Context: an optimization exercise on an open-source flow, tuned for small area and a short achievable clock period. The choices shown serve that exercise and are no tape-out recipe.
The RTL was checked by simulation tests, not by an equivalence proof against the original design.

==> run X: inputs <==
==> flow/design.v (excerpt) <==
module dsp (
A0, A1, B0, B1, C0, C1, D0, D1,
E0, E1, F0, F1, G0, G1, H0, H1,
from_previous, add_previous, clk, mode_0, mode_1, reset,
result0, result1
);
clock: 8.5 ns
lec_check: 0
cap_margin: 20
core_margin: 2
core_utilization: 40
setup_slack_margin: 4.0
slew_margin: 20
standard.sh (not shown) runs the stock make flow with config.mk's settings and CLKGATE_MAP_FILE= SYNTH_SCRIPT=/design/flow/synth_recipe.tcl, a recipe that flattens the netlist after the stock synthesis.
==> flow/flow/run.sh <==
#!/bin/bash
# Standard layout, with one netlist step between synthesis and floorplan:
# flow/polarity.py rebuilds full adders on complemented signals where that
# removes inverters between them (a full adder is self-dual), and swaps
# xor2/xnor2 cells where that removes an inverter. Registers are untouched.
set -euo pipefail
R=orfs/results/${FLOW_PLATFORM}/dsp/base
bash standard.sh synth > synth.log 2>&1
cp $R/1_2_yosys.v yosys_std.v
python3 flow/polarity.py yosys_std.v polarity.v > polarity.log 2>&1
cp polarity.v $R/1_2_yosys.v
rm -f $R/1_synth.odb $R/1_synth.sdc
bash standard.sh > layout.log 2>&1
Other scripts of this flow, unchanged in this note and not shown: flow/flow/polarity.py
==> run A: changes against run X <==
--- a/flow/design.v
+++ b/flow/design.v
@@ -1,26 +1,26 @@
 module two_multipliers_one_adder(
 A0,
 A1,
 B0,
 B1,
 clk,
-sel_sum,
-sel_pair,
 sel_x,
+sel_y,
+sel_pair,
 P
 );
 input [17:0] A0;
 input [17:0] A1;
 input [17:0] B0;
 input [17:0] B1;
 input clk;
-input sel_sum;
-input sel_pair;
 input sel_x;
+input sel_y;
+input sel_pair;
 output [71:0] P;
 reg [17:0] A0_registered;
 reg [17:0] A1_registered;
 reg [8:0] B0_one, B0_two, B0_neg, B1_one, B1_two, B1_neg;
 reg B0_b17, B1_b17;
 wire [8:0] b0_one, b0_two, b0_neg, b1_one, b1_two, b1_neg;
 wire b0_b17, b1_b17;
@@ -38,26 +38,28 @@
     B0_one <= b0_one; B0_two <= b0_two; B0_neg <= b0_neg; B0_b17 <= b0_b17;
     B1_one <= b1_one; B1_two <= b1_two; B1_neg <= b1_neg; B1_b17 <= b1_b17;
     xs <= xs_w;
     xc <= xc_w;
     ys <= ys_w;
     yc <= yc_w;
 end
-wire [35:0] A0xB0 = xs[35:0] + xc[35:0];
-wire [35:0] A1xB1 = ys[35:0] + yc[35:0];
-wire [36:0] t1s = xs ^ xc ^ ys;
-wire [36:0] t1c = (xs & xc) | (xs & ys) | (xc & ys);
+wire [36:0] q0 = xs & {37{sel_x}};
+wire [36:0] q1 = xc & {37{sel_x}};
+wire [36:0] q2 = ys & {37{sel_y}};
+wire [36:0] q3 = yc & {37{sel_y}};
+wire [36:0] t1s = q0 ^ q1 ^ q2;
+wire [36:0] t1c = (q0 & q1) | (q0 & q2) | (q1 & q2);
 wire [36:0] t1cs = {t1c[35:0], 1'b0};
-wire [36:0] t2s = t1s ^ t1cs ^ yc;
-wire [36:0] t2c = (t1s & t1cs) | (t1s & yc) | (t1cs & yc);
-wire [36:0] tempsum = t2s + {t2c[35:0], 1'b0};
+wire [36:0] t2s = t1s ^ t1cs ^ q3;
+wire [36:0] t2c = (t1s & t1cs) | (t1s & q3) | (t1cs & q3);
+wire [36:0] lo = t2s + {t2c[35:0], 1'b0};
+wire [35:0] A0xB0 = xs[35:0] + xc[35:0];
 assign P[71:37] = {35{sel_pair}} & A0xB0[35:1];
-assign P[36]    = (sel_pair & A0xB0[0]) | (sel_sum & tempsum[36]);
-assign P[35:0]  = ({36{sel_pair}} & A1xB1) | ({36{sel_sum}} & tempsum[35:0])
-                | ({36{sel_x}} & A0xB0);
+assign P[36]    = (sel_pair & A0xB0[0]) | lo[36];
+assign P[35:0]  = lo[35:0];
 endmodule
 module booth18(b, one, two, neg, b17);
   input [17:0] b;
   output [8:0] one;
   output [8:0] two;
   output [8:0] neg;
   output b17;
@@ -694,91 +696,97 @@
 A0,
 B0,
 C0,
 clk,
 add_previous,
 reset,
 mode_0,
+reset_d,
 S
 );
 input [71:0] A0;
 input [71:0] B0;
 input [43:0] C0;
 input clk;
 input reset;
 input add_previous;
 input mode_0;
+input reset_d;    
 output [143:0] S;
 reg [35:0] A0_reg;
 reg [35:0] B0_reg;
 reg [143:0] S_temp;
 wire pass = mode_0 & ~reset;
 wire acc  = ~mode_0 & ~reset;
-wire [43:0] x = {8'd0, A0_reg};
-wire [43:0] y = {8'd0, B0_reg};
+wire [35:0] a0 = A0_reg & {36{~reset_d}};
+wire [35:0] b0 = B0_reg & {36{~reset_d}};
+wire [43:0] x = {8'd0, a0};
+wire [43:0] y = {8'd0, b0};
 wire [43:0] cs_s = x ^ y ^ C0;
 wire [43:0] cs_c = (x & y) | (x & C0) | (y & C0);
 wire [43:0] with_prev = cs_s + {cs_c[42:0], 1'b0};
-wire [36:0] no_prev = A0_reg + B0_reg;
+wire [36:0] no_prev = a0 + b0;
 wire [43:0] accumulated = add_previous ? with_prev : {7'd0, no_prev};
 always @(posedge clk) begin
     A0_reg <= A0[35:0];
     B0_reg <= B0[35:0];
     S_temp[143:100] <= ({44{pass}} & {A0[71:28]}) | ({44{acc}} & accumulated);
     S_temp[99:72]   <= {28{pass}} & A0[27:0];
     S_temp[71:0]    <= {72{pass}} & B0;
 end
 assign S = S_temp;
 endmodule
 module half_dsp (
 A0, A1, B0, B1, C0, C1, D0, D1,
-sel_sum, sel_pair, sel_x, mode_0,
+sel_x, sel_y, sel_pair, reset_d, mode_0,
 from_previous, add_previous, clk, reset,
 result
 );
 input [17:0] A0;
 input [17:0] A1;
 input [17:0] B0;
 input [17:0] B1;
 input [17:0] C0;
 input [17:0] C1;
 input [17:0] D0;
 input [17:0] D1;
-input sel_sum;
-input sel_pair;
 input sel_x;
+input sel_y;
+input sel_pair;
+input reset_d;
 input mode_0;
 input [43:0] from_previous;
 input add_previous;
 input clk;
 input reset;
 output [143:0] result;
 wire [71:0] p0;
 wire [71:0] p1;
 two_multipliers_one_adder m0(
 .A0 (A0), .A1 (A1), .B0 (B0), .B1 (B1),
 .clk (clk),
-.sel_sum (sel_sum), .sel_pair (sel_pair), .sel_x (sel_x),
+.sel_x (sel_x), .sel_y (sel_y), .sel_pair (sel_pair),
 .P (p0)
 );
 two_multipliers_one_adder m1(
 .A0 (C0), .A1 (C1), .B0 (D0), .B1 (D1),
 .clk (clk),
-.sel_sum (sel_sum), .sel_pair (sel_pair), .sel_x (sel_x),
+.sel_x (sel_x), .sel_y (sel_y), .sel_pair (sel_pair),
 .P (p1)
 );
 accumulate m2(
 .A0 (p0),
 .B0 (p1),
 .C0 (from_previous),
 .add_previous (add_previous),
 .S (result),
 .clk (clk),
 .mode_0 (mode_0),
-.reset (reset)
+.reset (reset),
+.reset_d (reset_d)
 );
 endmodule
 module dsp (
 A0, A1, B0, B1, C0, C1, D0, D1,
 E0, E1, F0, F1, G0, G1, H0, H1,
 from_previous, add_previous, clk, mode_0, mode_1, reset,
 result0, result1
@@ -804,43 +812,40 @@
 input reset;
 input mode_0;
 input mode_1;
 input add_previous;
 output [143:0] result0;
 output [143:0] result1;
 reg reset_d;
-reg sel_sum;    
-reg sel_pair;   
 reg sel_x;      
+reg sel_y;      
+reg sel_pair;   
 always @(posedge clk) begin
     reset_d  <= reset;
-    sel_sum  <= ~reset & ~reset_d & ~mode_0 & ~mode_1;
+    sel_x    <= ~reset & ~reset_d & (mode_1 | ~mode_0);
+    sel_y    <= ~reset & ~reset_d & ~mode_1;
     sel_pair <= ~reset & ~reset_d &  mode_0 & ~mode_1;
-    sel_x    <= ~reset & ~reset_d &  mode_1;
 end
-wire sel_sum_e  = sel_sum & ~reset;
-wire sel_pair_e = sel_pair & ~reset;
-wire sel_x_e    = sel_x & ~reset;
 wire [143:0] the_output0;
 wire [143:0] the_output1;
 half_dsp m0(
 .A0 (A0), .A1 (A1), .B0 (B0), .B1 (B1),
 .C0 (C0), .C1 (C1), .D0 (D0), .D1 (D1),
-.sel_sum (sel_sum_e), .sel_pair (sel_pair_e), .sel_x (sel_x_e),
+.sel_x (sel_x), .sel_y (sel_y), .sel_pair (sel_pair), .reset_d (reset_d),
 .mode_0 (mode_0),
 .from_previous (from_previous),
 .add_previous (add_previous),
 .clk (clk),
 .reset (reset),
 .result (the_output0)
 );
 half_dsp m1(
 .A0 (E0), .A1 (E1), .B0 (F0), .B1 (F1),
 .C0 (G0), .C1 (G1), .D0 (H0), .D1 (H1),
-.sel_sum (sel_sum_e), .sel_pair (sel_pair_e), .sel_x (sel_x_e),
+.sel_x (sel_x), .sel_y (sel_y), .sel_pair (sel_pair), .reset_d (reset_d),
 .mode_0 (mode_0),
 .from_previous (the_output0[71:28]),
 .add_previous (add_previous),
 .clk (clk),
 .reset (reset),
 .result (the_output1)
 );
==> flow/flow/run.sh (replaced) <==
#!/bin/bash
# Standard layout with two changes:
# 1. One netlist step between synthesis and floorplan: flow/polarity.py
#    rebuilds full adders on complemented signals where that removes
#    inverters between them (a full adder is self-dual), and swaps xor2/xnor2
#    cells where that removes an inverter. Registers are untouched.
# 2. Every input and output port still gets a buffer, but a buf_1 instead of
#    the clkdlybuf4s50_1 that buffer_ports picks by default.
set -euo pipefail
R=orfs/results/${FLOW_PLATFORM}/dsp/base
bash standard.sh synth > synth.log 2>&1
cp $R/1_2_yosys.v yosys_std.v
python3 flow/polarity.py yosys_std.v polarity.v > polarity.log 2>&1
cp polarity.v $R/1_2_yosys.v
rm -f $R/1_synth.odb $R/1_synth.sdc
bash standard.sh "BUFFER_PORTS_ARGS=-buffer_cell sky130_fd_sc_hd__buf_1" finish > layout.log 2>&1
==> flow/config.mk (replaced) <==
export PLATFORM = sky130hd
export DESIGN_NAME = dsp
export DESIGN_NICKNAME = dsp
export VERILOG_FILES = /design/flow/design.v
export SDC_FILE = /design/flow/constraint.sdc
export NUM_CORES = 4
export LEC_CHECK = 0
export CAP_MARGIN = 20
export CORE_MARGIN = 2
export CORE_UTILIZATION = 65
export SETUP_SLACK_MARGIN = 4.0
export SLEW_MARGIN = 20
==> comparison <==
- Via count is about the same in run A and run X.
- Against run X, the fmax of run A is larger by about 0.9%.
- Synthesized cell count: run X is higher than run A (3.2%).
- First-iteration DRC count: run A is higher than run X (about 33%).
- Of run A and run X, run X has the higher final cell count (gap 12%, measured against run X).
- Between run X and run A, the lower sequential share of layout area is in run X (gap 1.4 points).
- Between run A and run X, the lower non-clock buffer count is in run X (gap 14).
- Between run X and run A, the lower synthesized area is in run A (gap about 4%, measured against run A).

[static timing again, ports no longer ideal]
The flow's constraints put no driver on any port. The routed layouts listed below were extracted and timed again, unchanged, in two steps. Step 1 sets driving cells, clkbuf_16 on the clock port and buf_2 on the other inputs (assumed; they add their load-dependent delay and slew). Step 2 also shifts input and output timing later by t, the mid clock arrival at the registers, as if the neighbouring blocks saw the same clock. Slacks: no drivers / after step 1 / after step 2; pairs: no drivers / after step 1.
| run | t (ns) | setup slack, ns | hold WS [ns] | worst setup path at the end | worst register clock-pin slew, ns |
|---|---|---|---|---|---|
| run X | 0.941 | 3.819 / 3.819 / 3.159 | 0.448 / 0.448 / 0.448 | input to register | 0.07 / 0.07 |
| run A | 0.915 | 3.862 / 3.862 / 3.183 | 0.648 / 0.648 / 0.648 | input to register | 0.08 / 0.08 |
After both steps every run listed still meets setup and hold. The setup slack of run A, which loses most, moves by 0.000 ns with the drivers and by -0.679 ns with both steps.
